This design comes from an exercise in tuning for small area on the open sky130 flow, not from production work.
Function was checked by simulation only, so behaviour that the tests miss may differ from the original.
No activity file was given, so power comes from the tool's default toggle rates.

`run.sh`:
```
#!/bin/bash
# synth_recipe.tcl (not shown) runs the flow's synth.tcl, then flattens the netlist and writes it again
# the make line also repeats each setting of config.mk as NAME=value (left out here)
make -C /OpenROAD-flow-scripts/flow DESIGN_CONFIG=/design/flow/config.mk WORK_HOME=/design/flow/orfs CLKGATE_MAP_FILE= SYNTH_SCRIPT=/design/flow/synth_recipe.tcl finish
```
`config.mk`:
```
export PLATFORM = sky130hd
export DESIGN_NAME = temp_top
export DESIGN_NICKNAME = temp_top
export VERILOG_FILES = /design/flow/design.v
export SDC_FILE = /design/flow/constraint.sdc
export NUM_CORES = 4
export LEC_CHECK = 0
export ABC_AREA = 1
export CAP_MARGIN = 20
export CORE_MARGIN = 2
export CORE_UTILIZATION = 40
export CTS_BUF_LIST = sky130_fd_sc_hd__clkbuf_8
export SLEW_MARGIN = 20
```
`constraint.sdc`:
```
create_clock -name core_clock -period 250.0 [get_ports {clk}]
set_input_delay 50.0000 -clock core_clock [delete_from_list [all_inputs] [get_ports {clk}]]
set_output_delay 50.0000 -clock core_clock [all_outputs]
set_load 0.01 [all_outputs]
```
`design.v`:
```
module disp_logic(
    input      [11:0] data,
    input      [1:0]  ro,
    input      [2:0]  pos,
    output reg [7:0]  DIG,
    output     [5:0]  SEL
);
    assign SEL = ~(6'b1 << pos);
    wire [5:0] p = data[10:5];
    reg        hund;
    reg  [3:0] tens;
    reg  [2:0] rm;
    always @(*) begin
        case (p)
            6'd0: {hund, tens, rm} = 8'b0_0000_000;
            6'd1: {hund, tens, rm} = 8'b0_0000_001;
            6'd2: {hund, tens, rm} = 8'b0_0000_010;
            6'd3: {hund, tens, rm} = 8'b0_0000_011;
            6'd4: {hund, tens, rm} = 8'b0_0000_100;
            6'd5: {hund, tens, rm} = 8'b0_0001_000;
            6'd6: {hund, tens, rm} = 8'b0_0001_001;
            6'd7: {hund, tens, rm} = 8'b0_0001_010;
            6'd8: {hund, tens, rm} = 8'b0_0001_011;
            6'd9: {hund, tens, rm} = 8'b0_0001_100;
            6'd10: {hund, tens, rm} = 8'b0_0010_000;
            6'd11: {hund, tens, rm} = 8'b0_0010_001;
            6'd12: {hund, tens, rm} = 8'b0_0010_010;
            6'd13: {hund, tens, rm} = 8'b0_0010_011;
            6'd14: {hund, tens, rm} = 8'b0_0010_100;
            6'd15: {hund, tens, rm} = 8'b0_0011_000;
            6'd16: {hund, tens, rm} = 8'b0_0011_001;
            6'd17: {hund, tens, rm} = 8'b0_0011_010;
            6'd18: {hund, tens, rm} = 8'b0_0011_011;
            6'd19: {hund, tens, rm} = 8'b0_0011_100;
            6'd20: {hund, tens, rm} = 8'b0_0100_000;
            6'd21: {hund, tens, rm} = 8'b0_0100_001;
            6'd22: {hund, tens, rm} = 8'b0_0100_010;
            6'd23: {hund, tens, rm} = 8'b0_0100_011;
            6'd24: {hund, tens, rm} = 8'b0_0100_100;
            6'd25: {hund, tens, rm} = 8'b0_0101_000;
            6'd26: {hund, tens, rm} = 8'b0_0101_001;
            6'd27: {hund, tens, rm} = 8'b0_0101_010;
            6'd28: {hund, tens, rm} = 8'b0_0101_011;
            6'd29: {hund, tens, rm} = 8'b0_0101_100;
            6'd30: {hund, tens, rm} = 8'b0_0110_000;
            6'd31: {hund, tens, rm} = 8'b0_0110_001;
            6'd32: {hund, tens, rm} = 8'b0_0110_010;
            6'd33: {hund, tens, rm} = 8'b0_0110_011;
            6'd34: {hund, tens, rm} = 8'b0_0110_100;
            6'd35: {hund, tens, rm} = 8'b0_0111_000;
            6'd36: {hund, tens, rm} = 8'b0_0111_001;
            6'd37: {hund, tens, rm} = 8'b0_0111_010;
            6'd38: {hund, tens, rm} = 8'b0_0111_011;
            6'd39: {hund, tens, rm} = 8'b0_0111_100;
            6'd40: {hund, tens, rm} = 8'b0_1000_000;
            6'd41: {hund, tens, rm} = 8'b0_1000_001;
            6'd42: {hund, tens, rm} = 8'b0_1000_010;
            6'd43: {hund, tens, rm} = 8'b0_1000_011;
            6'd44: {hund, tens, rm} = 8'b0_1000_100;
            6'd45: {hund, tens, rm} = 8'b0_1001_000;
            6'd46: {hund, tens, rm} = 8'b0_1001_001;
            6'd47: {hund, tens, rm} = 8'b0_1001_010;
            6'd48: {hund, tens, rm} = 8'b0_1001_011;
            6'd49: {hund, tens, rm} = 8'b0_1001_100;
            6'd50: {hund, tens, rm} = 8'b1_0000_000;
            6'd51: {hund, tens, rm} = 8'b1_0000_001;
            6'd52: {hund, tens, rm} = 8'b1_0000_010;
            6'd53: {hund, tens, rm} = 8'b1_0000_011;
            6'd54: {hund, tens, rm} = 8'b1_0000_100;
            6'd55: {hund, tens, rm} = 8'b1_0001_000;
            6'd56: {hund, tens, rm} = 8'b1_0001_001;
            6'd57: {hund, tens, rm} = 8'b1_0001_010;
            6'd58: {hund, tens, rm} = 8'b1_0001_011;
            6'd59: {hund, tens, rm} = 8'b1_0001_100;
            6'd60: {hund, tens, rm} = 8'b1_0010_000;
            6'd61: {hund, tens, rm} = 8'b1_0010_001;
            6'd62: {hund, tens, rm} = 8'b1_0010_010;
            6'd63: {hund, tens, rm} = 8'b1_0010_011;
            default: {hund, tens, rm} = 8'b0;
        endcase
    end
    wire [3:0] units = {rm, data[4]};
    wire [2:0] nd = {1'b0, ro} + 3'd1;           
    wire [3:0] w  = {1'b0, pos} + {1'b0, nd};    
    wire [3:0] nm = data[3:0] & ~(4'b0111 >> ro);
    wire [1:0] k  = w[1:0] + 2'd2;               
    reg  [3:0] dec;
    always @(*) begin
        case ({k, nm})
            6'd0: dec = 4'd0;
            6'd1: dec = 4'd0;
            6'd2: dec = 4'd1;
            6'd3: dec = 4'd1;
            6'd4: dec = 4'd2;
            6'd5: dec = 4'd3;
            6'd6: dec = 4'd3;
            6'd7: dec = 4'd4;
            6'd8: dec = 4'd5;
            6'd9: dec = 4'd5;
            6'd10: dec = 4'd6;
            6'd11: dec = 4'd6;
            6'd12: dec = 4'd7;
            6'd13: dec = 4'd8;
            6'd14: dec = 4'd8;
            6'd15: dec = 4'd9;
            6'd16: dec = 4'd0;
            6'd17: dec = 4'd6;
            6'd18: dec = 4'd2;
            6'd19: dec = 4'd8;
            6'd20: dec = 4'd5;
            6'd21: dec = 4'd1;
            6'd22: dec = 4'd7;
            6'd23: dec = 4'd3;
            6'd24: dec = 4'd0;
            6'd25: dec = 4'd6;
            6'd26: dec = 4'd2;
            6'd27: dec = 4'd8;
            6'd28: dec = 4'd5;
            6'd29: dec = 4'd1;
            6'd30: dec = 4'd7;
            6'd31: dec = 4'd3;
            6'd32: dec = 4'd0;
            6'd33: dec = 4'd2;
            6'd34: dec = 4'd5;
            6'd35: dec = 4'd7;
            6'd36: dec = 4'd0;
            6'd37: dec = 4'd2;
            6'd38: dec = 4'd5;
            6'd39: dec = 4'd7;
            6'd40: dec = 4'd0;
            6'd41: dec = 4'd2;
            6'd42: dec = 4'd5;
            6'd43: dec = 4'd7;
            6'd44: dec = 4'd0;
            6'd45: dec = 4'd2;
            6'd46: dec = 4'd5;
            6'd47: dec = 4'd7;
            6'd48: dec = 4'd0;
            6'd49: dec = 4'd5;
            6'd50: dec = 4'd0;
            6'd51: dec = 4'd5;
            6'd52: dec = 4'd0;
            6'd53: dec = 4'd5;
            6'd54: dec = 4'd0;
            6'd55: dec = 4'd5;
            6'd56: dec = 4'd0;
            6'd57: dec = 4'd5;
            6'd58: dec = 4'd0;
            6'd59: dec = 4'd5;
            6'd60: dec = 4'd0;
            6'd61: dec = 4'd5;
            6'd62: dec = 4'd0;
            6'd63: dec = 4'd5;
            default: dec = 4'd0;
        endcase
    end
    reg  [3:0] tmp;
    reg        point;
    always @(*) begin
        point = 1'b1;
        if (pos == 3'd0 && ro != 2'd3)
            tmp = data[11] ? 4'd11 : 4'd10;
        else if (w >= 4'd6)
            tmp = dec;
        else if (w == 4'd5) begin
            tmp = units;
            point = 1'b0;
        end else if (w == 4'd4)
            tmp = tens;
        else if (w == 4'd3)
            tmp = hund ? 4'd1 : 4'd10;
        else
            tmp = 4'd10;
    end
    always @(*) begin
        case (tmp)
            4'd0 : DIG = {point, 7'b100_0000};
            4'd1 : DIG = {point, 7'b111_1001};
            4'd2 : DIG = {point, 7'b010_0100};
            4'd3 : DIG = {point, 7'b011_0000};
            4'd4 : DIG = {point, 7'b001_1001};
            4'd5 : DIG = {point, 7'b001_0010};
            4'd6 : DIG = {point, 7'b000_0010};
            4'd7 : DIG = {point, 7'b111_1000};
            4'd8 : DIG = {point, 7'b000_0000};
            4'd9 : DIG = {point, 7'b001_0000};
            4'd10: DIG = {point, 7'b111_1111};
            default: DIG = {point, 7'b011_1111};
        endcase
    end
endmodule
module temp_top #(parameter MS_200 = 24'd400_000)(
    input               clk,
    input               rst_n,
    input       [2:0]   key_in,
    input               dq_in,
    output reg          dq_out,
    output      [5:0]   SEL,
    output      [7:0]   DIG
);
    reg  [15:0] fcnt;
    wire        tick = (fcnt == 16'hbcf9);       
    reg  [2:0]  pos;                             
    reg  [2:0]  q;
    wire        end400 = tick & (&q);
    always @(posedge clk or negedge rst_n) begin
        if (!rst_n) begin
            fcnt <= 16'd0;
            pos  <= 3'd5;
            q    <= 3'd0;
        end else begin
            fcnt <= tick ? 16'd0 : {~fcnt[14:0], ~(fcnt[15] ^ fcnt[6])};
            if (tick) begin
                pos <= (pos == 3'd5) ? 3'd0 : pos + 3'd1;
                q   <= q + 3'd1;
            end
        end
    end
    reg  [2:0]  k0;
    reg         nreg, add_flag, dd;
    reg  [19:0] dcnt;
    wire        E   = add_flag & (dcnt == 20'h96226);    
    wire        run = add_flag & ~E;
    always @(posedge clk or negedge rst_n) begin
        if (!rst_n) begin
            k0       <= 3'b001;
            nreg     <= 1'b0;
            add_flag <= 1'b0;
            dd       <= 1'b0;
        end else begin
            k0       <= key_in;
            nreg     <= |(~key_in & k0);
            add_flag <= nreg | run;
            dd       <= E;
        end
    end
    always @(posedge clk)
        dcnt <= run ? {~dcnt[18:0], ~(dcnt[19] ^ dcnt[2])} : 20'd0;
    wire        anypress = dd & ~(&k0);
    localparam [3:0] S_IDLE  = 4'b0000,
                     S_INIT0 = 4'b0010,
                     S_INIT1 = 4'b0011,
                     S_SKROM = 4'b0100,
                     S_SET   = 4'b0101,
                     S_CONVW = 4'b0110,
                     S_READW = 4'b0111,
                     S_CONVR = 4'b1010,
                     S_READR = 4'b1011;
    reg  [3:0]  st;
    reg  [11:0] cnt;
    reg  [2:0]  bitc;
    reg  [1:0]  bytec;
    reg         rx;
    reg  [11:0] sr;
    reg  [11:0] data;
    reg  [1:0]  r;           
    reg  [1:0]  ro;          
    reg         flag_set, flag_convert, flag_read;
    wire s_idle  = (st == S_IDLE);
    wire s_init  = (st == S_INIT0) | (st == S_INIT1);
    wire s_write = (st == S_SKROM) | (st == S_SET) | (st == S_CONVW) | (st == S_READW);
    wire s_read  = (st == S_CONVR) | (st == S_READR);
    wire c3999    = (cnt == 12'd3999);
    wire cnt_end  = s_init ? ((bitc == 3'd6) & (cnt == 12'd999)) : c3999;
    wire se       = ~s_idle & cnt_end;
    wire byte_end = se & (&bitc);
    wire samp     = (cnt == 12'd600);
    wire set2idle  = (st == S_SET)   & byte_end & (&bytec);
    wire conv2idle = (st == S_CONVR) & rx;
    wire read2idle = (st == S_READR) & byte_end & bytec[0];
    reg  [7:0] sbyte;
    always @(*) begin
        case (st)
            S_SKROM: sbyte = 8'hcc;
            S_CONVW: sbyte = 8'h44;
            S_READW: sbyte = 8'hbe;
            default:
                case (bytec)
                    2'd0: sbyte = 8'h4e;
                    2'd1: sbyte = 8'h28;
                    2'd2: sbyte = 8'hf6;
                    default: sbyte = {1'b0, r, 5'h1f};
                endcase
        endcase
    end
    wire sbit = sbyte[bitc];
    always @(*) begin
        if (s_read)
            dq_out = (cnt > 12'd150);
        else if (s_write)
            dq_out = sbit ? (cnt > 12'd350) : (cnt > 12'd3500);
        else
            dq_out = (st != S_INIT0);
    end
    always @(posedge clk or negedge rst_n) begin
        if (!rst_n) begin
            st <= S_IDLE;
        end else begin
            case (st)
                S_IDLE:  if (flag_set | flag_convert | flag_read) st <= S_INIT0;
                S_INIT0: if (se) st <= S_INIT1;
                S_INIT1: if (se) st <= rx ? S_SKROM : S_IDLE;
                S_SKROM: if (byte_end) st <= flag_set ? S_SET : flag_convert ? S_CONVW : S_READW;
                S_SET:   if (set2idle) st <= S_IDLE;
                S_CONVW: if (byte_end) st <= S_CONVR;
                S_CONVR: if (rx) st <= S_IDLE;
                S_READW: if (byte_end) st <= S_READR;
                S_READR: if (read2idle) st <= S_IDLE;
                default: st <= S_IDLE;
            endcase
        end
    end
    always @(posedge clk) begin
        cnt <= (s_idle | cnt_end | c3999) ? 12'd0 : cnt + 12'd1;
        if (s_idle | (s_init & cnt_end))
            bitc <= 3'd0;
        else if (c3999)
            bitc <= bitc + 3'd1;
        if (!((st == S_SET) | (st == S_READR)))
            bytec <= 2'd0;
        else if (byte_end)
            bytec <= bytec + 2'd1;
        if ((st == S_INIT0) | (st == S_CONVW))
            rx <= 1'b0;
        else if (st == S_INIT1)
            rx <= rx | ~dq_in;
        else if (samp)
            rx <= dq_in;
        if ((st == S_READR) & samp & ~(bytec[0] & bitc[2]))
            sr <= {dq_in, sr[11:1]};
    end
    always @(posedge clk or negedge rst_n) begin
        if (!rst_n) begin
            flag_set     <= 1'b0;
            flag_convert <= 1'b0;
            flag_read    <= 1'b0;
            r            <= 2'd3;
            ro           <= 2'd3;
            data         <= 12'd0;
        end else begin
            if (anypress)
                flag_set <= 1'b1;
            else if (set2idle)
                flag_set <= 1'b0;
            if (end400)
                flag_convert <= 1'b1;
            else if (conv2idle)
                flag_convert <= 1'b0;
            if (conv2idle)
                flag_read <= 1'b1;
            else if (read2idle)
                flag_read <= 1'b0;
            if (anypress)
                case (k0)
                    3'b011:  r <= 2'd0;
                    3'b101:  r <= 2'd1;
                    3'b110:  r <= 2'd2;
                    default: r <= 2'd3;
                endcase
            if (read2idle) begin
                data <= sr;
                ro   <= r;
            end
        end
    end
    disp_logic u_disp (
        .data (data),
        .ro   (ro),
        .pos  (pos),
        .DIG  (DIG),
        .SEL  (SEL)
    );
endmodule
```
==> key figures, run 1 <==
Status
  – Status: timing/DRC/antenna clean

Routing
  – DRC Markers: 0
  – Wl on met1: 5.45 mm
  – Vias per cell: 5.02
  – Drt pass-1 iters: 7
  – Highest layer used for signal routing: met4
  – Starting DRT DRC Count: 257
  – Drt wl/cell: 12.2 um
  – Vias: 4700
  – Met2 WL: 5.45 mm
  – WL final: 11.4 mm
  – Met3 Wirelength: 376 um
  – Routed Antenna Nets: 0

Setup path
  – Crit path buf inv count: 2
  – Kind of cell adding the most delay to the critical path: simple AND/OR/NAND/NOR gates
  – WP data required: 200.00 ns
  – Crit end category: primary output
  – CP max-delay cell: dfstp_2
  – Startpoint Class: register
  – Worst Path Arrival: 3.73 ns
  – Slowest stage delay, CP: 0.57 ns
  – Kind of critical path: register to primary output
  – Worst-path fanout max: 6
  – CP cell instances: inv_1 > ha_1 > fa_1 > nor2_1 > nand2_1 > nor2_1 > nand3_1 > nand2_1 > nand2_1 > nand3_1 > nand2_1 > nor2_1 > nand3_1 > nand2_1 > nor2_1 > nand2_1 > clkdlybuf4s50_1
  – Most used cell, CP: nand2_1

Finish
  – Post-layout util: 45.3%
  – Commonest non-fill, non-tap cell in the layout: nand2_1
  – ANT cells: 0
  – # fillers: 1384
  – Count of nets after finishing: 788
  – Layout cells sized above 1: 5.66%
  – Layout area overhead: 9.62%
  – Most frequent cells in the layout: 203 x nand2_1, 101 x inv_1, 78 x nor2_1

Synthesis
  – Synth Register Bits: 101
  – Post-synth EDFFs: 12
  – Syn nets: 771
  – Synth async-reset ratio: 50.5%
  – Post-Synthesis Cells: 738
  – Mapped Avg Cell Area: 7.47 um2
  – Netlist cell types: 48
  – Top FF cell, synth: dfrtp_1
  – Seq/Total Area, Yosys: 43.6%
  – Synth warnings: 2
  – Post-Syn Area: 0.00551 mm2

Power and ir drop
  – P per Cell Area: 6.40 mW/mm2
  – Worst VDD drop: 0.00000514 V
  – Leakage power total: 2.82 nW

CTS
  – Post-cts resize count: 0
  – Post-CTS Hold Fix Bufs: 0
  – Total CTS buffers: 9
  – CTS tree: done
  – Worst-path clk slew: 0.11 ns
  – H-Tree Depth: 3
  – Clk buf depth: 2
  – Root buf cell: clkbuf_8
  – Post-CTS setup buffer count: 0
  – Worst-Skew Late Latency: 0.37 ns
  – Sink Count: 101

GRT
  – Pin count of the biggest net entering global routing: 52
  – First-pass GRT wire length: 20.0 mm
  – Vias in the first global route: 4510
  – Initial antenna violation count: 0
  – GRT overflow: 0
  – GR Util All Layers: 16.5%

STA
  – Fmax: 18.6 MHz
  – Final max-slew violation count: 0
  – RSZ-0062 raised after global routing: no
  – Crit share post-route: 21.5%
  – Rel. slew slack: 42.8%
  – Setup TNS: 0 ns
  – Setup violations, final: 0
  – Fin crit period: 53.73 ns
  – Final hold violations: 0
  – Clock Skews: 0.0141 ns
  – Slew @ Worst Pin: 0.856 ns

Floorplanning
  – DIE AREA: 0.0147 mm2
  – Die width: 121 um
  – Starting density of the core: 41.3%
  – Site Rows: 42
  – Die Height: 121 um
  – Core area: 0.0133 mm2
  – Ports: 21

Placement
  – DP HPWL: 8.55 mm
  – Gpl congestion: 0.890
  – Buffers on Ports: 20

Run
  – Max_cap viols: 0

Hold path
  – Worst min path class: register to register
cells in the mapped netlist, types with 3 or more instances:
master | n | area share, %
a21oi_1 | 18 | 1.6
buf_2 | 9 | 0.82
buf_4 | 3 | 0.41
dfrtp_1 | 44 | 20
dfstp_2 | 7 | 3.3
dfxtp_1 | 38 | 14
edfxtp_1 | 12 | 6.5
ha_1 | 26 | 5.9
inv_1 | 101 | 6.9
inv_2 | 4 | 0.27
nand2_1 | 203 | 14
nand3_1 | 75 | 6.8
nand3b_1 | 4 | 0.54
nand4_1 | 12 | 1.4
nor2_1 | 78 | 5.3
nor3_1 | 15 | 1.4
nor3b_1 | 4 | 0.54
nor4_1 | 5 | 0.57
o211ai_1 | 6 | 0.82
o21ai_0 | 28 | 2.5
o21ai_1 | 7 | 0.64
o21ai_2 | 3 | 0.48
o22ai_1 | 3 | 0.34
xor2_1 | 6 | 0.95
flip-flops by register name, indices dropped and copies added (netlist names), 2 cells and up:
name   flops
bitc       3
r          2
sr        12
dcnt      20
pos        3
ro         2
cnt       12
data      12
fcnt      16
st         4
bytec      2
q          3
k0         3
logic make-up after synthesis:
family          Yosys count  synth area share (%)
simple gates            406                  31.9
fa+ha+maj                27                  6.26
buf+inv                 121                  8.92
flops                   101                  43.6
mux                       1                 0.204
xor+xnor                  7                  1.11
compound gates           75                  7.94
where the power goes:
group / switching [mW] / internal [mW] / leakage [nW] / total, mW
Sequential: 0.00174 / 0.0190 / 1.03 / 0.0207
Combinational: 0.00491 / 0.00279 / 1.69 / 0.00771
Clock: 0.00630 / 0.00396 / 0.102 / 0.0103
Total: 0.0129 / 0.0257 / 2.82 / 0.0387
per-stage QoR:
stage	worst slack (ns)	power (mW)	area (um2)	hold slack [ns]	cells
4_1_cts	196.29	0.0390	6040	0.397	936
6_report	196.27	0.0387	6040	0.383	936
3_5_place_dp	196.73	0.0287	5850	0.390	920
2_1_floorplan	197.45	0.0264	5510	0.377	738
3_3_place_gp	196.83	0.0285	5850	0.389	920
5_1_grt	196.00	0.0414	6040	0.423	936
path summary, 6_finish.rpt:
path                            endpoint  slack [ns]  depth (start not counted)     from
worst max-delay path              DIG[3]      196.27                         17   pos[0]
worst min-delay path             fcnt[4]        0.38                          1  fcnt[3]
worst max register to register  data[11]      247.43                         10   cnt[1]
worst min register to register   fcnt[4]        0.38                          1  fcnt[3]
max in group asynchronous        data[8]      199.85                          2    rst_n
min in group asynchronous        data[3]       49.71                          2    rst_n
metal layers:
layer	up-vias	GRT usage, %
met5	-	0
met4	0	4.60
met3	8	2.40
met2	92	28.2
met1	2180	21.7
li1	2420	-
cell type report:
type	count	area [um2]	share of cell area [%]
Multi-Input combinational cell	516	2620	43.3
Sequential cell	101	2410	39.8
Inverter	105	394	6.52
Tap cell	176	220	3.64
Timing Repair Buffer	22	210	3.48
Clock buffer	9	124	2.05
Clock inverter	7	73.8	1.22
==> run 2: changes to the inputs <==
==> flow/run.sh (new file) <==
#!/bin/bash
# Own layout flow: the standard synthesis, then its combinational logic
# mapped again with a stronger, area-oriented ABC script (the flip-flops,
# their names and cell types are kept as the standard synthesis made them),
# then the standard layout, with 1x buffers on the ports.
# Each tool's output goes to a log file of its own in the work folder.
set -euo pipefail
W=$(pwd)
F=$W/flow
R=$W/orfs/results/$FLOW_PLATFORM/temp_top/base
L=$W/orfs/logs/$FLOW_PLATFORM/temp_top/base
LIB=$FLOW_HOME/platforms/$FLOW_PLATFORM/lib/sky130_fd_sc_hd__tt_025C_1v80.lib
YOSYS=$FLOW_HOME/../tools/install/yosys/bin/yosys
[[ -x $YOSYS ]] || YOSYS=$(command -v yosys)

# 1. standard synthesis
bash standard.sh "$R/1_2_yosys.v" > "$W/flow_synth.log" 2>&1
cp "$R/1_2_yosys.v" "$W/std_1_2_yosys.v"

# 2. remap the combinational logic
python3 "$F/gen_models.py" "$LIB" "$W/combmodels.v" > "$W/flow_models.log" 2>&1
DONT_USE=$(grep -o -- '-dont_use [A-Za-z0-9_]*' "$L/1_2_yosys.log" | sort -u | tr '\n' ' ')
cat > "$W/remap.ys" <<EOF
read_liberty -lib $LIB
read_verilog -overwrite $W/combmodels.v
read_verilog $W/std_1_2_yosys.v
hierarchy -top $FLOW_TOP
flatten
proc
techmap
opt -fast -purge
abc -liberty $LIB $DONT_USE -script $F/remap.abc
opt_clean -purge
hilomap -singleton -hicell sky130_fd_sc_hd__conb_1 HI -locell sky130_fd_sc_hd__conb_1 LO
insbuf -buf sky130_fd_sc_hd__buf_4 A X
opt_clean -purge
stat -liberty $LIB
write_verilog -noattr -nohex -nodec $W/remap_1_2_yosys.v
EOF
"$YOSYS" -s "$W/remap.ys" > "$W/flow_remap.log" 2>&1
cat > "$W/remap_check.ys" <<EOF
read_liberty -lib $LIB
read_verilog $W/remap_1_2_yosys.v
hierarchy -top $FLOW_TOP
check -assert -mapped
stat -liberty $LIB
EOF
"$YOSYS" -s "$W/remap_check.ys" > "$W/flow_remap_check.log" 2>&1
cp "$W/remap_1_2_yosys.v" "$R/1_2_yosys.v"

# 3. standard layout from the remapped netlist
export BUFFER_PORTS_ARGS="-buffer_cell sky130_fd_sc_hd__buf_1"
export CTS_ARGS="-sink_clustering_enable -repair_clock_nets -buf_list {sky130_fd_sc_hd__clkbuf_4 sky130_fd_sc_hd__clkbuf_8} -root_buf sky130_fd_sc_hd__clkbuf_8 -dont_use_dummy_load -sink_clustering_size 12"
bash standard.sh > "$W/flow_layout.log" 2>&1
==> flow/gen_models.py (new file) <==
#!/usr/bin/env python3
"""Write a Verilog model (assign statements) of every combinational cell of a
liberty file, so that Yosys can flatten a mapped netlist's gates back into
logic while the flip-flops stay as library cells.
usage: gen_models.py LIB OUT.v"""
import re
import sys

lib = open(sys.argv[1]).read()
out = []
for c in re.split(r'\n\s*cell\s*\(', lib)[1:]:
    name = re.match(r'\s*"?(\w+)"?', c).group(1)
    if re.search(r'\n\s*(ff|ff_bank|latch|latch_bank|statetable)\s*\(', c):
        continue
    ins, outs = [], []
    for m in re.finditer(r'(?<![\w])pin\s*\(\s*"?(\w+)"?\s*\)\s*\{', c):
        body = c[m.end():]
        d = re.search(r'direction\s*:\s*"?(\w+)"?', body).group(1)
        if d == 'input':
            ins.append(m.group(1))
        elif d == 'output':
            head = body.split('timing')[0]
            f = re.search(r'function\s*:\s*"([^"]*)"', head)
            outs.append((m.group(1), f.group(1) if f else None))
    if not outs or any(f is None or 'VPWR' in f or 'VGND' in f for _, f in outs):
        continue
    s = 'module %s(%s);\n' % (name, ', '.join(ins + [o for o, _ in outs]))
    for i in ins:
        s += '  input %s;\n' % i
    for o, f in outs:
        s += '  output %s;\n  assign %s = %s;\n' % (o, o, f.replace('!', '~'))
    out.append(s + 'endmodule\n')
open(sys.argv[2], 'w').write(''.join(out))
print(len(out), 'combinational cell models')
==> flow/remap.abc (new file) <==
strash
&get -n
&deepsyn -T 30
&put
strash
dch -f
amap
topo
==> standard.sh (new file) <==
#!/bin/bash
# synth_recipe.tcl (not shown) runs the flow's synth.tcl, then flattens the netlist and writes it again
# the make line also repeats each setting of config.mk as NAME=value (left out here)
make -C /OpenROAD-flow-scripts/flow DESIGN_CONFIG=/design/flow/config.mk WORK_HOME=/design/flow/orfs CLKGATE_MAP_FILE= SYNTH_SCRIPT=/design/flow/synth_recipe.tcl "${@:-finish}"
--- a/config.mk
+++ b/config.mk
@@ -5,7 +5,6 @@
 export SDC_FILE = /design/flow/constraint.sdc
 export NUM_CORES = 4
 export LEC_CHECK = 0
-export ABC_AREA = 1
 export CAP_MARGIN = 20
 export CORE_MARGIN = 2
 export CORE_UTILIZATION = 40
removed: run.sh
==> run 2 against run 1 <==
- sequential cell count unchanged
- setup slack got worse by 0.38 ns
- area after synthesis decreased by 21%
- count of clock-buffer cells in the layout unchanged
- synthesized cell count decreased by 33%
- largest power group unchanged
==> key figures, run 2 <==
CTS
  – Sink Count: 101 (unchanged)
  – Post-cts resize count: 0 (unchanged)
  – Worst-Skew Late Latency: 0.37 ns (about the same)
  – Clk buf depth: 2 (unchanged)
  – CTS tree: done
  – Total CTS buffers: 9 (unchanged)
  – Post-CTS setup buffer count: 0 (unchanged)
  – H-Tree Depth: 3 (unchanged)
  – Root buf cell: clkbuf_8
  – Post-CTS Hold Fix Bufs: 0 (unchanged)
  – Worst-path clk slew: 0.10 ns (about the same)

Finish
  – ANT cells: 0 (unchanged)
  – Post-layout util: 44.4% (-0.85 points)
  – Reg with most FFs: dcnt
  – Max reg flops: 20 (unchanged)
  – Count of nets after finishing: 536 (-32%)
  – Area occupied by multi-input gates: 0.00168 mm2 (-36%)
  – Layout area overhead: 9.48%
  – Register area: 0.00241 mm2 (unchanged)
  – # fillers: 1102 (-20%)
  – Most frequent cells in the layout: 112 x nor2_1, 71 x clkinv_1, 44 x dfrtp_1
  – Commonest non-fill, non-tap cell in the layout: nor2_1
  – Biggest regs: dcnt x20, fcnt x16
  – Layout cells sized above 1: 4.17% (-1.5 points)

STA
  – RSZ-0062 raised after global routing: no
  – Rel. slew slack: 36.7% (-6.1 points)
  – Fmax: 18.5 MHz (-0.71%)
  – Fin crit period: 54.12 ns (+0.385 ns)
  – Clock Skews: 0.0227 ns (+0.00861 ns)
  – Final max-slew violation count: 0 (unchanged)
  – Final hold violations: 0 (unchanged)
  – Crit share post-route: 21.6% (+0.15 points)
  – Slew @ Worst Pin: 0.947 ns (+0.0910 ns)
  – Setup violations, final: 0 (unchanged)
  – Setup TNS: 0 ns (unchanged)

Setup path
  – CP cell instances: clkinv_1 > nor2_1 > clkinv_1 > nor4_1 > nor2b_1 > o32ai_1 > o22a_1 > nor2_1 > nor2_1 > o311a_1 > nor3_1 > clkinv_1 > a21oi_1 > nor2_1 > a21o_1 > buf_1
  – Kind of critical path: register to primary output
  – Worst Reg-to-Reg Cells: 14 (+4)
  – Crit end category: primary output
  – Slowest stage delay, CP: 0.56 ns (about the same)
  – Startpoint Class: register
  – Worst Path Arrival: 4.12 ns (+0.39 ns)
  – Most used cell, CP: nor2_1
  – Reg2reg start: cnt[2]
  – Crit path buf inv count: 4 (+2)
  – Kind of cell adding the most delay to the critical path: simple AND/OR/NAND/NOR gates
  – R2r endpoint: st[0]
  – WP data required: 200.00 ns (about the same)
  – Critical path depth: 16 (-1)
  – R2R setup slack: 246.22 ns (-1.21 ns)
  – Worst-path fanout max: 7 (+1)
  – CP max-delay cell: dfstp_2

Routing
  – Starting DRT DRC Count: 244 (-5.1%)
  – Vias per cell: 5.31 (+5.8%)
  – Drt pass-1 iters: 4 (-3)
  – WL final: 9.00 mm (-21%)
  – Highest layer used for signal routing: met4
  – Met2 WL: 4.17 mm (-23%)
  – Vias: 3550 (-24%)
  – Met3 Wirelength: 338 um (-10%)
  – Wl on met1: 4.31 mm (-21%)
  – Routed Antenna Nets: 0 (unchanged)
  – Drt wl/cell: 13.5 um (+11%)
  – DRC Markers: 0 (unchanged)

Hold path
  – Hold Path Depth: 1 (unchanged)
  – Worst hold start: dcnt[14]
  – Hold endpoint: dcnt[15]
  – Worst min path class: register to register

GRT
  – GR Util All Layers: 16.6% (+0.14 points)
  – First-pass GRT wire length: 15.5 mm (-23%)
  – Vias in the first global route: 3396 (-25%)
  – Pin count of the biggest net entering global routing: 52 (unchanged)
  – Initial antenna violation count: 0 (unchanged)
  – GRT overflow: 0 (unchanged)

Floorplanning
  – DIE AREA: 0.0117 mm2 (-21%)
  – Die Height: 108 um (-11%)
  – Site Rows: 38 (-9.5%)
  – Ports: 21 (unchanged)
  – Core area: 0.0107 mm2 (-20%)
  – Die width: 108 um (-11%)
  – Starting density of the core: 40.6% (-0.73 points)

Power and ir drop
  – Leakage power total: 1.71 nW (-39%)
  – Worst VDD drop: 0.00000375 V (-27%)
  – P per Cell Area: 6.66 mW/mm2 (+4.0%)

Placement
  – DP HPWL: 6.63 mm (-22%)
  – Buffers on Ports: 20 (unchanged)
  – Gpl congestion: 0.935 (+5.0%)

Synthesis
  – Synth warnings: 2 (unchanged)
  – Syn nets: 501 (-35%)
  – Mapped Avg Cell Area: 8.77 um2 (+17%)
  – Post-Syn Area: 0.00434 mm2 (-21%)
  – Post-Synthesis Cells: 495 (-33%)

Run
  – Max_cap viols: 0 (unchanged)

Status
  – Status: timing/DRC/antenna clean
-- run 2: cell type report --
class | count | share of cell area (%)
well taps | 140 | 3.69
multi-input cells | 323 | 35.2
flip-flops and latches | 101 | 50.6
inverters | 71 | 5.61
repair buffers | 24 | 2.24
clock buffers | 9 | 2.61
-- run 2: where the power goes --
group | switching [mW] | total (mW) | leakage, nW | internal, mW
sequential | 0.00101 | 0.0195 | 1.03 | 0.0185
combinational | 0.00249 | 0.00407 | 0.615 | 0.00157
clock | 0.00484 | 0.00808 | 0.0647 | 0.00324
total | 0.00834 | 0.0316 | 1.71 | 0.0233
-- run 2: worst max-delay path by stage --
stage	start	endpoint	slack [ns]
global placement	pos[0]	DIG[3]	196.55
global route	pos[0]	DIG[3]	195.51
finish	pos[0]	DIG[3]	195.88
floorplan	pos[0]	DIG[3]	196.77
CTS	pos[0]	DIG[3]	195.93
detailed placement	pos[0]	DIG[3]	196.35
-- run 2: through the flow --
step / power, mW / std cells / setup slack (ns) / instance area, um2 / hold WS [ns]
after global placement: 0.0238 / 659 / 196.55 / 4630 / 0.390
after CTS: 0.0321 / 668 / 195.93 / 4750 / 0.393
after global routing: 0.0335 / 668 / 195.51 / 4750 / 0.403
after floorplan: 0.0225 / 495 / 196.77 / 4340 / 0.378
after detailed placement: 0.0240 / 659 / 196.35 / 4630 / 0.398
final: 0.0316 / 668 / 195.88 / 4750 / 0.391
-- run 2: routing by layer --
layer | global-route usage (%) | vias to the layer above
li1 | - | 1792
met1 | 22.0 | 1661
met2 | 27.3 | 82
met3 | 2.71 | 15
met4 | 6.59 | 0
met5 | 0 | -
-- run 2: worst reg2reg max path, stage by stage, from the launching register on --
cell      delay [ns]
dfxtp_1         0.34
clkinv_1        0.10
nor2_1          0.20
clkinv_1        0.12
nor2_1          0.18
nand2_1         0.10
clkinv_1        0.10
nand4_1         0.17
nor3_1          0.52
nand3_1         0.81
nand4_1         0.39
nand2_1         0.10
nor4_1          0.30
clkinv_1        0.12
o32ai_1         0.15
==> run 3: changes to the inputs <==
--- a/flow/run.sh
+++ b/flow/run.sh
@@ -50,5 +50,4 @@
 
 # 3. standard layout from the remapped netlist
 export BUFFER_PORTS_ARGS="-buffer_cell sky130_fd_sc_hd__buf_1"
-export CTS_ARGS="-sink_clustering_enable -repair_clock_nets -buf_list {sky130_fd_sc_hd__clkbuf_4 sky130_fd_sc_hd__clkbuf_8} -root_buf sky130_fd_sc_hd__clkbuf_8 -dont_use_dummy_load -sink_clustering_size 12"
 bash standard.sh > "$W/flow_layout.log" 2>&1
==> run 3 against run 2 <==
- sequential cell count stayed put
- final cell count is 2.8% higher
- setup slack better by 0.46 ns
- via count is 0.28% lower
- first-iteration DRC count is 8.6% lower
- sequential share of layout area is 0.61 points lower
- non-clock buffer count is 2 lower
- critical path depth stayed put
- critical path type unchanged
- largest cell class unchanged
==> key figures, run 3 <==
Setup path
  – Most used cell, CP: clkinv_1
  – Slowest stage delay, CP: 0.60 ns (+0.04 ns)
  – CP cell instances: clkinv_1 > nor2_1 > clkinv_1 > o211ai_1 > clkinv_1 > o2111ai_1 > a32o_1 > nor2_1 > o221ai_1 > o311ai_0 > clkinv_1 > o21ai_0 > a31oi_1 > nand2_1 > o21ai_0 > buf_1
  – Crit end category: primary output
  – Crit path buf inv count: 5 (+1)
  – Startpoint Class: register
  – Worst Path Arrival: 3.66 ns (-0.46 ns)
  – WP data required: 200.00 ns (about the same)
  – CP max-delay cell: dfstp_2
  – Kind of cell adding the most delay to the critical path: compound AO/OA/AOI/OAI gates
  – Worst-path fanout max: 6 (-1)
  – Kind of critical path: register to primary output

CTS
  – Worst-Skew Late Latency: 0.36 ns (about the same)
  – Post-CTS setup buffer count: 0 (unchanged)
  – Clk buf depth: 2 (unchanged)
  – Worst-path clk slew: 0.11 ns (about the same)
  – Post-cts resize count: 0 (unchanged)
  – Sink Count: 101 (unchanged)
  – H-Tree Depth: 3 (unchanged)
  – Total CTS buffers: 9 (unchanged)
  – Root buf cell: clkbuf_8
  – Post-CTS Hold Fix Bufs: 0 (unchanged)
  – CTS tree: done

Finish
  – Biggest regs: dcnt x20, fcnt x16
  – Fin cells: 687 (+2.8%)
  – ANT cells: 0 (unchanged)
  – Post-layout util: 44.8% (+0.34 points)
  – Layout area overhead: 10.3%
  – Final Cell Area: 0.00481 mm2 (+1.2%)
  – Commonest non-fill, non-tap cell in the layout: nor2_1
  – Max reg flops: 20 (unchanged)
  – Count of nets after finishing: 548 (+2.2%)
  – Most frequent cells in the layout: 120 x nor2_1, 83 x clkinv_1, 44 x dfrtp_1
  – Reg with most FFs: dcnt
  – Layout cells sized above 1: 4.57% (+0.40 points)

GRT
  – Initial antenna violation count: 0 (unchanged)
  – First-pass GRT wire length: 15.6 mm (+0.81%)
  – GRT overflow: 0 (unchanged)
  – Vias in the first global route: 3376 (-0.59%)
  – GR Util All Layers: 16.5% (-0.096 points)
  – Pin count of the biggest net entering global routing: 52 (unchanged)

Floorplanning
  – Starting density of the core: 40.6% (about the same)
  – Ports: 21 (unchanged)
  – Die Height: 108 um (+0.24%)
  – Site Rows: 38 (unchanged)
  – Die width: 108 um (+0.24%)
  – DIE AREA: 0.0118 mm2 (+0.47%)
  – Core area: 0.0107 mm2 (+0.44%)

Power and ir drop
  – Leakage power total: 1.76 nW (+2.8%)
  – P per Cell Area: 7.07 mW/mm2 (+6.2%)
  – Worst VDD drop: 0.00000385 V (+2.7%)

Placement
  – Cells after DPL: 671 (+1.8%)
  – Gpl congestion: 0.996 (+6.5%)
  – DP Area: 0.00463 mm2 (unchanged)
  – DP HPWL: 6.67 mm (+0.60%)
  – Buffers on Ports: 20 (unchanged)

Synthesis
  – Post-Syn Area: 0.00436 mm2 (+0.49%)
  – Synth warnings: 2 (unchanged)
  – Mapped Avg Cell Area: 8.57 um2 (-2.3%)
  – Post-Synthesis Cells: 509 (+2.8%)
  – Syn nets: 515 (+2.8%)

Routing
  – Vias per cell: 5.15 (-3.0%)
  – Drt pass-1 iters: 6 (+2)
  – Routed Antenna Nets: 0 (unchanged)
  – Drt wl/cell: 13.0 um (-3.7%)
  – WL final: 8.92 mm (-0.91%)
  – Starting DRT DRC Count: 223 (-8.6%)
  – DRC Markers: 0 (unchanged)
  – Vias: 3540 (-0.28%)

STA
  – Clock Skews: 0.0140 ns (-0.00867 ns)
  – Slew @ Worst Pin: 0.958 ns (+0.0113 ns)
  – RSZ-0062 raised after global routing: no
  – Final max-slew violation count: 0 (unchanged)
  – Setup TNS: 0 ns (unchanged)
  – Crit share post-route: 21.5% (-0.18 points)
  – Setup violations, final: 0 (unchanged)
  – Final hold violations: 0 (unchanged)
  – Fin crit period: 53.66 ns (-0.457 ns)
  – Rel. slew slack: 35.5% (-1.2 points)
  – Fmax: 18.6 MHz (+0.85%)

Status
  – Status: timing/DRC/antenna clean

Hold path
  – Worst min path class: register to register

Run
  – Max_cap viols: 0 (unchanged)
## run 3: worst register-to-register path, stage by stage (launching register included)
cell,delay (ns)
dfxtp_1,0.35
clkinv_1,0.10
nor2_1,0.21
clkinv_1,0.12
nor2_1,0.17
nand2_1,0.10
clkinv_1,0.09
nand3_1,0.12
nor2_1,0.15
clkinv_1,0.10
nor2_1,0.20
nand2_1,0.18
nor2_1,0.44
clkinv_1,0.65
o22a_1,0.36
## run 3: report_power, final
group / switching, mW / internal (mW)
logic: 0.00283 / 0.00169
registers: 0.00124 / 0.0187
clock network: 0.00579 / 0.00377
total: 0.00986 / 0.0241
## run 3: final timing paths
| kind | slack, ns | endpoint | startpoint | cells after the start |
|---|---|---|---|---|
| max | 196.34 | DIG[6] | pos[0] | 16 |
| min | 0.40 | dcnt[17] | dcnt[16] | 1 |
| max reg2reg | 246.55 | data[11] | cnt[2] | 14 |
| min reg2reg | 0.40 | dcnt[17] | dcnt[16] | 1 |
| max in group asynchronous | 199.84 | data[11] | rst_n | 2 |
| min in group asynchronous | 49.74 | fcnt[12] | rst_n | 2 |
## run 3: per-stage QoR
stage | setup WS [ns] | hold slack, ns | power, mW
floorplan | 197.19 | 0.378 | 0.0233
global placement | 196.93 | 0.392 | 0.0247
detailed placement | 196.81 | 0.394 | 0.0248
CTS | 196.38 | 0.409 | 0.0345
global route | 195.91 | 0.421 | 0.0360
finish | 196.34 | 0.404 | 0.0340
## run 3: area by class of cell
class / count / area [um2]
fillers: 1130 / 5930
flip-flops and latches: 101 / 2410
multi-input cells: 325 / 1650
inverters: 83 / 312
well taps: 140 / 175
clock buffers: 9 / 124
repair buffers: 22 / 91.3
clock inverters: 7 / 57.6
## run 3: metal layers
layer / up-vias / GRT usage (%) / wire (um)
met3: 10 / 2.89 / 338
li1: 1819 / - / -
met2: 75 / 27.1 / 4030
met5: - / 0 / 0
met4: 0 / 5.40 / 110
met1: 1636 / 22.1 / 4430
==> run 4: changes to the inputs <==
--- a/design.v
+++ b/design.v
@@ -199,17 +199,17 @@
     output      [7:0]   DIG
 );
     reg  [15:0] fcnt;
-    wire        tick = (fcnt == 16'hbcf9);       
+    wire        tick = (fcnt == 16'h98c6);
     reg  [2:0]  pos;                             
     reg  [2:0]  q;
     wire        end400 = tick & (&q);
     always @(posedge clk or negedge rst_n) begin
         if (!rst_n) begin
-            fcnt <= 16'd0;
+            fcnt <= 16'h218c;
             pos  <= 3'd5;
             q    <= 3'd0;
         end else begin
-            fcnt <= tick ? 16'd0 : {~fcnt[14:0], ~(fcnt[15] ^ fcnt[6])};
+            fcnt <= {fcnt[14:12], fcnt[11] ^ tick, fcnt[10:0], fcnt[15] ^ fcnt[2]};
             if (tick) begin
                 pos <= (pos == 3'd5) ? 3'd0 : pos + 3'd1;
                 q   <= q + 3'd1;
@@ -251,7 +251,7 @@
     reg  [2:0]  bitc;
     reg  [1:0]  bytec;
     reg         rx;
-    reg  [11:0] sr;
+    reg  [12:0] sr;          
     reg  [11:0] data;
     reg  [1:0]  r;           
     reg  [1:0]  ro;          
@@ -265,6 +265,14 @@
     wire se       = ~s_idle & cnt_end;
     wire byte_end = se & (&bitc);
     wire samp     = (cnt == 12'd600);
+    wire ins = (st == S_READR) & samp & ~(bytec[0] & bitc[2]);
+    wire [11:0] rd;
+    genvar gk;
+    generate
+        for (gk = 0; gk < 12; gk = gk + 1) begin : g_rd
+            assign rd[gk] = sr[(9 * gk + 2) % 13];
+        end
+    endgenerate
     wire set2idle  = (st == S_SET)   & byte_end & (&bytec);
     wire conv2idle = (st == S_CONVR) & rx;
     wire read2idle = (st == S_READR) & byte_end & bytec[0];
@@ -326,8 +334,7 @@
             rx <= rx | ~dq_in;
         else if (samp)
             rx <= dq_in;
-        if ((st == S_READR) & samp & ~(bytec[0] & bitc[2]))
-            sr <= {dq_in, sr[11:1]};
+        sr <= {ins ? dq_in : sr[0], sr[12:1]};
     end
     always @(posedge clk or negedge rst_n) begin
         if (!rst_n) begin
@@ -358,7 +365,7 @@
                     default: r <= 2'd3;
                 endcase
             if (read2idle) begin
-                data <= sr;
+                data <= rd;
                 ro   <= r;
             end
         end
--- a/flow/run.sh
+++ b/flow/run.sh
@@ -50,4 +50,5 @@
 
 # 3. standard layout from the remapped netlist
 export BUFFER_PORTS_ARGS="-buffer_cell sky130_fd_sc_hd__buf_1"
+export CTS_ARGS="-sink_clustering_enable -repair_clock_nets -buf_list {sky130_fd_sc_hd__clkbuf_4 sky130_fd_sc_hd__clkbuf_8} -root_buf sky130_fd_sc_hd__clkbuf_8 -dont_use_dummy_load -sink_clustering_size 12"
 bash standard.sh > "$W/flow_layout.log" 2>&1
==> run 4 against run 3 <==
- clock power shrank 17%
- routed wire length shrank 0.81%
- sequential cell count grew 1
- synthesized cell count shrank 3.5%
- area after synthesis shrank 2.8%
- still clean
- critical endpoint is now DIG[0]
- global-route usage grew 0.50 points
- fmax shrank 0.56%
- critical path depth grew 1
- largest power group unchanged
==> key figures, run 4 <==
STA
  – Setup TNS: 0 ns (unchanged)
  – Fin crit period: 53.96 ns (+0.301 ns)
  – Slew @ Worst Pin: 0.851 ns (-0.107 ns)
  – RSZ-0062 raised after global routing: no
  – Fmax: 18.5 MHz (-0.56%)
  – Crit share post-route: 21.6% (+0.12 points)
  – Rel. slew slack: 42.8% (+7.3 points)
  – Clock Skews: 0.0266 ns (+0.0126 ns)
  – Setup violations, final: 0 (unchanged)
  – Final max-slew violation count: 0 (unchanged)
  – Final hold violations: 0 (unchanged)

Finish
  – Reg with most FFs: dcnt
  – Final Cell Area: 0.00462 mm2 (-4.0%)
  – Commonest non-fill, non-tap cell in the layout: nor2_1
  – Layout area overhead: 8.91%
  – Count of nets after finishing: 529 (-3.5%)
  – Layout cells sized above 1: 4.41% (-0.16 points)
  – Biggest regs: dcnt x20, fcnt x16, sr x13
  – Max reg flops: 20 (unchanged)
  – Most frequent cells in the layout: 104 x nor2_1, 66 x clkinv_1, 51 x dfxtp_1
  – ANT cells: 0 (unchanged)

CTS
  – Worst-Skew Late Latency: 0.36 ns (about the same)
  – Post-cts resize count: 0 (unchanged)
  – H-Tree Depth: 3 (unchanged)
  – Clk buf depth: 2 (unchanged)
  – Worst-path clk slew: 0.09 ns (-0.02 ns)
  – Post-CTS Hold Fix Bufs: 0 (unchanged)
  – Post-CTS setup buffer count: 0 (unchanged)
  – Sink Count: 102 (+0.99%)
  – CTS tree: done
  – Total CTS buffers: 9 (unchanged)
  – Root buf cell: clkbuf_8

GRT
  – Initial antenna violation count: 0 (unchanged)
  – GR Util All Layers: 17.0% (+0.50 points)
  – Pin count of the biggest net entering global routing: 52 (unchanged)
  – Vias in the first global route: 3412 (+1.1%)
  – GRT overflow: 0 (unchanged)
  – First-pass GRT wire length: 15.7 mm (+0.62%)

Hold path
  – Worst min path class: register to register

Placement
  – DP HPWL: 6.68 mm (+0.15%)
  – DP Area: 0.00450 mm2 (-2.9%)
  – Buffers on Ports: 20 (unchanged)
  – Gpl congestion: 0.903 (-9.3%)

Setup path
  – Worst Path Arrival: 3.96 ns (+0.30 ns)
  – Kind of critical path: register to primary output
  – Startpoint Class: register
  – WP data required: 200.00 ns (about the same)
  – Crit end category: primary output
  – Worst-path fanout max: 6 (unchanged)

Floorplanning
  – Starting density of the core: 41.1% (+0.48 points)
  – Core area: 0.0103 mm2 (-3.9%)
  – DIE AREA: 0.0114 mm2 (-2.7%)
  – Die width: 107 um (-1.4%)
  – Ports: 21 (unchanged)
  – Site Rows: 37 (-2.6%)
  – Die Height: 107 um (-1.4%)

Power and ir drop
  – Worst VDD drop: 0.00000425 V (+11%)
  – Leakage power total: 1.69 nW (-3.8%)
  – Total power draw: 0.0285 mW (-16%)
  – P per Cell Area: 6.17 mW/mm2 (-13%)

Routing
  – Vias per cell: 5.29 (+2.6%)
  – WL final: 8.85 mm (-0.81%)
  – Starting DRT DRC Count: 145 (-35%)
  – Drt wl/cell: 13.5 um (+3.7%)
  – Vias: 3474 (-1.9%)
  – DRC Markers: 0 (unchanged)
  – Routed Antenna Nets: 0 (unchanged)
  – Drt pass-1 iters: 5 (-1)

Synthesis
  – Synth warnings: 2 (unchanged)
  – Syn nets: 497 (-3.5%)
  – Mapped Avg Cell Area: 8.64 um2 (+0.78%)
  – Post-Synthesis Cells: 491 (-3.5%)
  – Post-Syn Area: 0.00424 mm2 (-2.8%)

Run
  – Max_cap viols: 0 (unchanged)

Status
  – Status: timing/DRC/antenna clean
-- run 4: power breakdown --
part,leakage (nW),total [mW],internal [mW],switching (mW)
sequential,1.08,0.0190,0.0181,0.000922
combinational,0.552,0.00148,0.000722,0.000759
clock,0.0647,0.00798,0.00324,0.00474
total,1.69,0.0285,0.0221,0.00642
-- run 4: worst max-delay path, cell delays in order (launching register included) --
cell and delay [ns]:
dfstp_2 0.59, clkinv_1 0.15, nor2_1 0.22, clkinv_1 0.16, o21ai_0 0.25, nor3_1 0.16, a211oi_1 0.34, nand3_1 0.11
nor2_1 0.16, o32ai_1 0.12, o311a_1 0.12, o22ai_1 0.24, clkinv_1 0.17, nor2_1 0.21, nand2_1 0.12, o32ai_1 0.17
nor2b_1 0.17, buf_1 0.15
-- run 4: per-layer routing --
metal	vias to the layer above	GRT usage (%)	part of all wire [%]
li1	1772	-	-
met1	1610	22.0	47
met2	77	27.9	47
met3	15	3.47	3.5
met4	0	6.96	2.3
met5	-	0	0
-- run 4: cell type report --
type / instances / area, um2
sequential: 102 / 2310
multi-input combinational: 323 / 1680
clock buffer: 9 / 124
timing repair buffer: 21 / 83.8
inverter: 66 / 248
fill: 1036 / 5700
tap: 136 / 170
-- run 4: path summary, 6_finish.rpt --
kind	slack, ns	cells after the start	endpoint	start
max	196.04	17	DIG[0]	pos[0]
min	0.33	0	sr[5]	sr[6]
max reg2reg	245.89	14	data[2]	cnt[2]
min reg2reg	0.33	0	sr[5]	sr[6]
max in group asynchronous	199.83	2	data[3]	rst_n
min in group asynchronous	49.74	2	st[3]	rst_n
-- run 4: stage by stage --
stage	util (%)	instances	hold WS, ns	setup slack (ns)
floorplan	-	491	0.310	196.97
CTS	44.7	657	0.332	196.12
global route	44.7	657	0.350	195.63
detailed placement	43.5	648	0.321	196.54
global placement	43.5	648	0.311	196.64
finish	44.7	657	0.331	196.04
==> run 5: changes to the inputs <==
--- a/design.v
+++ b/design.v
@@ -200,35 +200,37 @@
 );
     reg  [15:0] fcnt;
     wire        tick = (fcnt == 16'h98c6);
-    reg  [2:0]  pos;                             
+    reg  [2:0]  posx;                            
+    wire [2:0]  pos = posx ^ 3'd5;
     reg  [2:0]  q;
     wire        end400 = tick & (&q);
     always @(posedge clk or negedge rst_n) begin
         if (!rst_n) begin
             fcnt <= 16'h218c;
-            pos  <= 3'd5;
+            posx <= 3'd0;
             q    <= 3'd0;
         end else begin
             fcnt <= {fcnt[14:12], fcnt[11] ^ tick, fcnt[10:0], fcnt[15] ^ fcnt[2]};
             if (tick) begin
-                pos <= (pos == 3'd5) ? 3'd0 : pos + 3'd1;
+                posx <= ((pos == 3'd5) ? 3'd0 : pos + 3'd1) ^ 3'd5;
                 q   <= q + 3'd1;
             end
         end
     end
-    reg  [2:0]  k0;
+    reg  [2:0]  k0x;                             
+    wire [2:0]  k0 = k0x ^ 3'b001;
     reg         nreg, add_flag, dd;
     reg  [19:0] dcnt;
     wire        E   = add_flag & (dcnt == 20'h96226);    
     wire        run = add_flag & ~E;
     always @(posedge clk or negedge rst_n) begin
         if (!rst_n) begin
-            k0       <= 3'b001;
+            k0x      <= 3'b000;
             nreg     <= 1'b0;
             add_flag <= 1'b0;
             dd       <= 1'b0;
         end else begin
-            k0       <= key_in;
+            k0x      <= key_in ^ 3'b001;
             nreg     <= |(~key_in & k0);
             add_flag <= nreg | run;
             dd       <= E;
@@ -252,9 +254,12 @@
     reg  [1:0]  bytec;
     reg         rx;
     reg  [12:0] sr;          
-    reg  [11:0] data;
-    reg  [1:0]  r;           
-    reg  [1:0]  ro;          
+    reg  [11:0] data;        
+    reg         valid;
+    reg  [1:0]  rn;          
+    reg  [1:0]  ron;         
+    wire [1:0]  r  = ~rn;
+    wire [1:0]  ro = ~ron;
     reg         flag_set, flag_convert, flag_read;
     wire s_idle  = (st == S_IDLE);
     wire s_init  = (st == S_INIT0) | (st == S_INIT1);
@@ -336,14 +341,17 @@
             rx <= dq_in;
         sr <= {ins ? dq_in : sr[0], sr[12:1]};
     end
+    always @(posedge clk)
+        if (read2idle)
+            data <= rd;
     always @(posedge clk or negedge rst_n) begin
         if (!rst_n) begin
             flag_set     <= 1'b0;
             flag_convert <= 1'b0;
             flag_read    <= 1'b0;
-            r            <= 2'd3;
-            ro           <= 2'd3;
-            data         <= 12'd0;
+            rn           <= 2'd0;
+            ron          <= 2'd0;
+            valid        <= 1'b0;
         end else begin
             if (anypress)
                 flag_set <= 1'b1;
@@ -359,19 +367,19 @@
                 flag_read <= 1'b0;
             if (anypress)
                 case (k0)
-                    3'b011:  r <= 2'd0;
-                    3'b101:  r <= 2'd1;
-                    3'b110:  r <= 2'd2;
-                    default: r <= 2'd3;
+                    3'b011:  rn <= 2'd3;
+                    3'b101:  rn <= 2'd2;
+                    3'b110:  rn <= 2'd1;
+                    default: rn <= 2'd0;
                 endcase
             if (read2idle) begin
-                data <= rd;
-                ro   <= r;
+                valid <= 1'b1;
+                ron   <= rn;
             end
         end
     end
     disp_logic u_disp (
-        .data (data),
+        .data (data & {12{valid}}),
         .ro   (ro),
         .pos  (pos),
         .DIG  (DIG),
--- a/flow/run.sh
+++ b/flow/run.sh
@@ -2,7 +2,8 @@
 # Own layout flow: the standard synthesis, then its combinational logic
 # mapped again with a stronger, area-oriented ABC script (the flip-flops,
 # their names and cell types are kept as the standard synthesis made them),
-# then the standard layout, with 1x buffers on the ports.
+# then the standard layout, with 1x buffers on the ports and a clock
+# tree without dummy loads.
 # Each tool's output goes to a log file of its own in the work folder.
 set -euo pipefail
 W=$(pwd)
@@ -17,36 +18,58 @@
 bash standard.sh "$R/1_2_yosys.v" > "$W/flow_synth.log" 2>&1
 cp "$R/1_2_yosys.v" "$W/std_1_2_yosys.v"
 
-# 2. remap the combinational logic
+# 2. remap the combinational logic: rounds of ABC runs with different seeds,
+#    each round starting from the smallest netlist so far
 python3 "$F/gen_models.py" "$LIB" "$W/combmodels.v" > "$W/flow_models.log" 2>&1
 DONT_USE=$(grep -o -- '-dont_use [A-Za-z0-9_]*' "$L/1_2_yosys.log" | sort -u | tr '\n' ' ')
-cat > "$W/remap.ys" <<EOF
+area() { grep 'Chip area' "$1" | tail -1 | awk '{print $NF}'; }
+
+cur=$W/std_1_2_yosys.v
+best=""
+for round in 1 2 3; do
+  for s in 1 2 3 4; do
+    tag=r${round}_s${s}
+    sed "s/&deepsyn -T 30/\&deepsyn -T 60 -S $s/" "$F/remap.abc" > "$W/remap_$tag.abc"
+    cat > "$W/remap_$tag.ys" <<EOF
 read_liberty -lib $LIB
 read_verilog -overwrite $W/combmodels.v
-read_verilog $W/std_1_2_yosys.v
+read_verilog $cur
 hierarchy -top $FLOW_TOP
 flatten
 proc
 techmap
 opt -fast -purge
-abc -liberty $LIB $DONT_USE -script $F/remap.abc
+abc -liberty $LIB $DONT_USE -script $W/remap_$tag.abc
 opt_clean -purge
 hilomap -singleton -hicell sky130_fd_sc_hd__conb_1 HI -locell sky130_fd_sc_hd__conb_1 LO
 insbuf -buf sky130_fd_sc_hd__buf_4 A X
 opt_clean -purge
 stat -liberty $LIB
-write_verilog -noattr -nohex -nodec $W/remap_1_2_yosys.v
+write_verilog -noattr -nohex -nodec $W/remap_$tag.v
 EOF
-"$YOSYS" -s "$W/remap.ys" > "$W/flow_remap.log" 2>&1
+    "$YOSYS" -s "$W/remap_$tag.ys" > "$W/flow_remap_$tag.log" 2>&1 &
+  done
+  wait
+  for s in 1 2 3 4; do
+    tag=r${round}_s${s}
+    a=$(area "$W/flow_remap_$tag.log" || true)
+    [[ -n "$a" && -s "$W/remap_$tag.v" ]] || continue
+    if [[ -z "$best" ]] || python3 -c "import sys; sys.exit(0 if $a < $best else 1)"; then
+      best=$a; cur=$W/remap_$tag.v
+    fi
+  done
+  echo "round $round: best $best from $cur" >> "$W/flow_remap_rounds.log"
+done
+
 cat > "$W/remap_check.ys" <<EOF
 read_liberty -lib $LIB
-read_verilog $W/remap_1_2_yosys.v
+read_verilog $cur
 hierarchy -top $FLOW_TOP
 check -assert -mapped
 stat -liberty $LIB
 EOF
 "$YOSYS" -s "$W/remap_check.ys" > "$W/flow_remap_check.log" 2>&1
-cp "$W/remap_1_2_yosys.v" "$R/1_2_yosys.v"
+cp "$cur" "$R/1_2_yosys.v"
 
 # 3. standard layout from the remapped netlist
 export BUFFER_PORTS_ARGS="-buffer_cell sky130_fd_sc_hd__buf_1"
==> run 5 against run 4 <==
- final cell count shrank 4.9%
- still clean on timing, DRC and antenna
- utilization shrank 0.29 points
- sequential share of layout area grew 2.7 points
- register-to-register slack gained 1.3 ns
- setup slack lost 0.25 ns
- largest cell class unchanged
- area after synthesis shrank 2.3%
- clock skew shrank 0.0016 ns
- largest power group unchanged
==> key figures, run 5 <==
Synthesis
  – Post-Synthesis Cells: 458 (-6.7%)
  – Syn nets: 464 (-6.6%)
  – Post-Syn Area: 0.00414 mm2 (-2.3%)
  – Synth warnings: 2 (unchanged)
  – Mapped Avg Cell Area: 9.05 um2 (+4.7%)

Power and ir drop
  – Worst VDD drop: 0.00000493 V (+16%)
  – P per Cell Area: 7.20 mW/mm2 (+17%)
  – Clock Power Share: 24.2% (-3.8 points)
  – Internal power: 0.0240 mW (+8.7%)
  – Sw power: 0.00862 mW (+34%)
  – Leakage power total: 1.66 nW (-2.0%)
  – Net Sw Frac: 26.4% (+3.9 points)
  – Sequential share of power: 64.0% (-2.8 points)
  – Comb pwr share: 11.8% (+6.6 points)

GRT
  – Pin count of the biggest net entering global routing: 41 (-21%)
  – GRT overflow: 0 (unchanged)
  – First-pass GRT wire length: 13.9 mm (-11%)
  – Vias in the first global route: 3122 (-8.5%)
  – GR Util All Layers: 15.4% (-1.6 points)
  – Initial antenna violation count: 0 (unchanged)

Finish
  – Fin cells: 625 (-4.9%)
  – # fillers: 1012 (-2.3%)
  – Layout cells sized above 1: 3.48% (-0.94 points)
  – Post-layout util: 44.5% (-0.29 points)
  – Max reg flops: 20 (unchanged)
  – Layout area overhead: 9.30%
  – Reg with most FFs: dcnt
  – Most frequent cells in the layout: 100 x nor2_1, 53 x clkinv_1, 51 x dfxtp_1
  – Biggest regs: dcnt x20, fcnt x16, sr x13
  – ANT cells: 0 (unchanged)
  – Count of nets after finishing: 497 (-6.0%)
  – Final Cell Area: 0.00453 mm2 (-2.0%)
  – Commonest non-fill, non-tap cell in the layout: nor2_1

Placement
  – Gpl congestion: 0.871 (-3.5%)
  – Cells after DPL: 616 (-4.9%)
  – DP HPWL: 5.95 mm (-11%)
  – DP Area: 0.00440 mm2 (-2.0%)
  – Buffers on Ports: 20 (unchanged)

Status
  – Status: timing/DRC/antenna clean

Routing
  – Highest layer used for signal routing: met4
  – Met3 Wirelength: 334 um (+7.4%)
  – Drt wl/cell: 12.8 um (-5.2%)
  – Vias: 3281 (-5.6%)
  – DRC Markers: 0 (unchanged)
  – Wl on met1: 3.88 mm (-7.3%)
  – Drt pass-1 iters: 5 (unchanged)
  – Starting DRT DRC Count: 191 (+32%)
  – WL final: 7.98 mm (-9.8%)
  – Routed Antenna Nets: 0 (unchanged)
  – Vias per cell: 5.25 (-0.72%)
  – Met2 WL: 3.65 mm (-12%)

STA
  – WHS: 0.330 ns (-0.00162 ns)
  – Setup violations, final: 0 (unchanged)
  – Rel. slew slack: 37.6% (-5.2 points)
  – RSZ-0062 raised after global routing: no
  – Final hold violations: 0 (unchanged)
  – Fmax: 18.4 MHz (-0.45%)
  – Clock Skews: 0.0251 ns (-0.00155 ns)
  – Crit share post-route: 21.7% (+0.098 points)
  – Slew @ Worst Pin: 0.936 ns (+0.0847 ns)
  – Final max-slew violation count: 0 (unchanged)
  – Fin crit period: 54.21 ns (+0.245 ns)
  – Setup TNS: 0 ns (unchanged)

Setup path
  – CP cell instances: clkinv_1 > nor2_1 > nor2_1 > clkinv_1 > nand2_1 > clkinv_1 > a41oi_1 > o21ai_0 > o41a_1 > or3_1 > a222oi_1 > nor2_1 > a22oi_1 > o31ai_1 > or2_0 > buf_1
  – Slowest stage delay, CP: 0.69 ns (+0.10 ns)
  – Kind of cell adding the most delay to the critical path: compound AO/OA/AOI/OAI gates
  – WP data required: 200.00 ns (about the same)
  – Worst Path Arrival: 4.21 ns (+0.25 ns)
  – Kind of critical path: register to primary output
  – Crit end category: primary output
  – Startpoint Class: register
  – CP max-delay cell: a222oi_1
  – Crit path buf inv count: 4 (unchanged)
  – Worst-path fanout max: 8 (+2)

CTS
  – Post-CTS Hold Fix Bufs: 0 (unchanged)
  – Worst-path clk slew: 0.08 ns (about the same)
  – Worst-Skew Late Latency: 0.36 ns (about the same)
  – Sink Count: 103 (+0.98%)
  – Total CTS buffers: 9 (unchanged)
  – CTS tree: done
  – Root buf cell: clkbuf_8
  – Post-CTS setup buffer count: 0 (unchanged)
  – Clk buf depth: 2 (unchanged)
  – Post-cts resize count: 0 (unchanged)
  – H-Tree Depth: 3 (unchanged)

Floorplanning
  – Ports: 21 (unchanged)
  – Site Rows: 37 (unchanged)
  – Core area: 0.0102 mm2 (-1.3%)
  – Die Height: 106 um (-1.1%)
  – DIE AREA: 0.0112 mm2 (-2.2%)
  – Starting density of the core: 40.7% (-0.41 points)
  – Die width: 106 um (-1.1%)

Hold path
  – Worst min path class: register to register

Run
  – Max_cap viols: 0 (unchanged)
-- run 5: cell types whose count changed in the layout (fill, tap and decap cells not counted), sizes merged, moves of 6 or more --
| cell | before | now |
|---|---|---|
| nor3 | 26 | 20 |
| dfstp | 12 | 5 |
| nand2 | 43 | 37 |
| a21oi | 18 | 9 |
| clkinv | 66 | 53 |
| edfxtp | 0 | 12 |
| or3 | 0 | 6 |
-- run 5: path summary, 6_finish.rpt --
kind,start,to,slack [ns],cells past startpoint
setup / recovery,posx[0],DIG[3],195.79,16
hold / removal,sr[6],sr[5],0.33,0
setup reg to reg,cnt[1],st[1],247.16,15
hold reg to reg,sr[6],sr[5],0.33,0
max in group asynchronous,rst_n,st[2],199.63,1
min in group asynchronous,rst_n,add_flag,49.76,1
-- run 5: stage by stage --
step           total power [mW]  setup WS, ns
2_1_floorplan            0.0238        196.78
3_3_place_gp             0.0250        196.54
3_5_place_dp             0.0251        196.28
4_1_cts                  0.0331        195.88
5_1_grt                  0.0348        195.51
6_report                 0.0326        195.79
-- run 5: layer usage --
metal	vias up	GRT usage (%)
met1	1532	20.2
met4	0	7.42
met3	11	3.34
met2	56	24.3
met5	-	0
li1	1682	-
-- run 5: final cells by class --
cell class / instances / area (um2) / share of cell area [%]
timing repair buffer: 22 / 91.3 / 2.02
inverter: 53 / 199 / 4.39
sequential: 103 / 2390 / 52.7
multi-input combinational: 302 / 1560 / 34.3
clock buffer: 9 / 124 / 2.74
tap: 136 / 170 / 3.76
-- run 5: worst register-to-register path, cell delays in order, from the launching register on --
cell      delay (ns)
dfxtp_1         0.31
nor2_1          0.15
clkinv_1        0.11
a31oi_1         0.27
nor2_1          0.08
o311ai_0        0.53
or4_1           0.22
nor4b_1         0.06
buf_4           0.15
nand2_1         0.11
clkinv_1        0.14
o32ai_1         0.17
nor2_1          0.12
clkinv_1        0.09
a21oi_1         0.05
o22a_1          0.19
-- run 5: power by group through the flow --
stage / combinational [mW] / sequential [mW] / clock (mW)
finish: 0.00386 / 0.0209 / 0.00788
CTS: 0.00388 / 0.0209 / 0.00833
global route: 0.00453 / 0.0213 / 0.00898
detailed placement: 0.00385 / 0.0212 / 0
floorplan: 0.00303 / 0.0207 / 0
global placement: 0.00376 / 0.0212 / 0

## re-timing with driven ports
The results above use ideal ports. As a check the final layouts listed here were re-extracted and re-timed, cells and wires unchanged. Step 1, drivers: a clkbuf_16 drives clk and a buf_2 each remaining input, both assumed. Step 2 adds t to the input delays and takes it off the output delays; t is the mean of the earliest and latest rising clock arrival at the registers after step 1. Input paths then give back, and output paths get back, about the clock's delay inside the block. a / b / c = ideal / step 1 / step 2; a / b = the first two.
run | shift t [ns] | slack for setup (ns) | worst setup path at the end | clock arrival spread, ns | worst slew at a driven data input, ns
run 1 | 0.399 | 196.266 / 196.232 / 196.631 | register to output | 0.015 / 0.016 | 0.03
run 2 | 0.383 | 195.881 / 195.849 / 196.232 | register to output | 0.038 / 0.038 | 0.03
run 3 | 0.383 | 196.338 / 196.304 / 196.687 | register to output | 0.016 / 0.016 | 0.03
run 4 | 0.380 | 196.037 / 196.004 / 196.383 | register to output | 0.030 / 0.029 | 0.03
run 5 | 0.377 | 195.792 / 195.761 / 196.138 | register to output | 0.030 / 0.030 | 0.03
After both steps setup and hold are still met in every run listed.
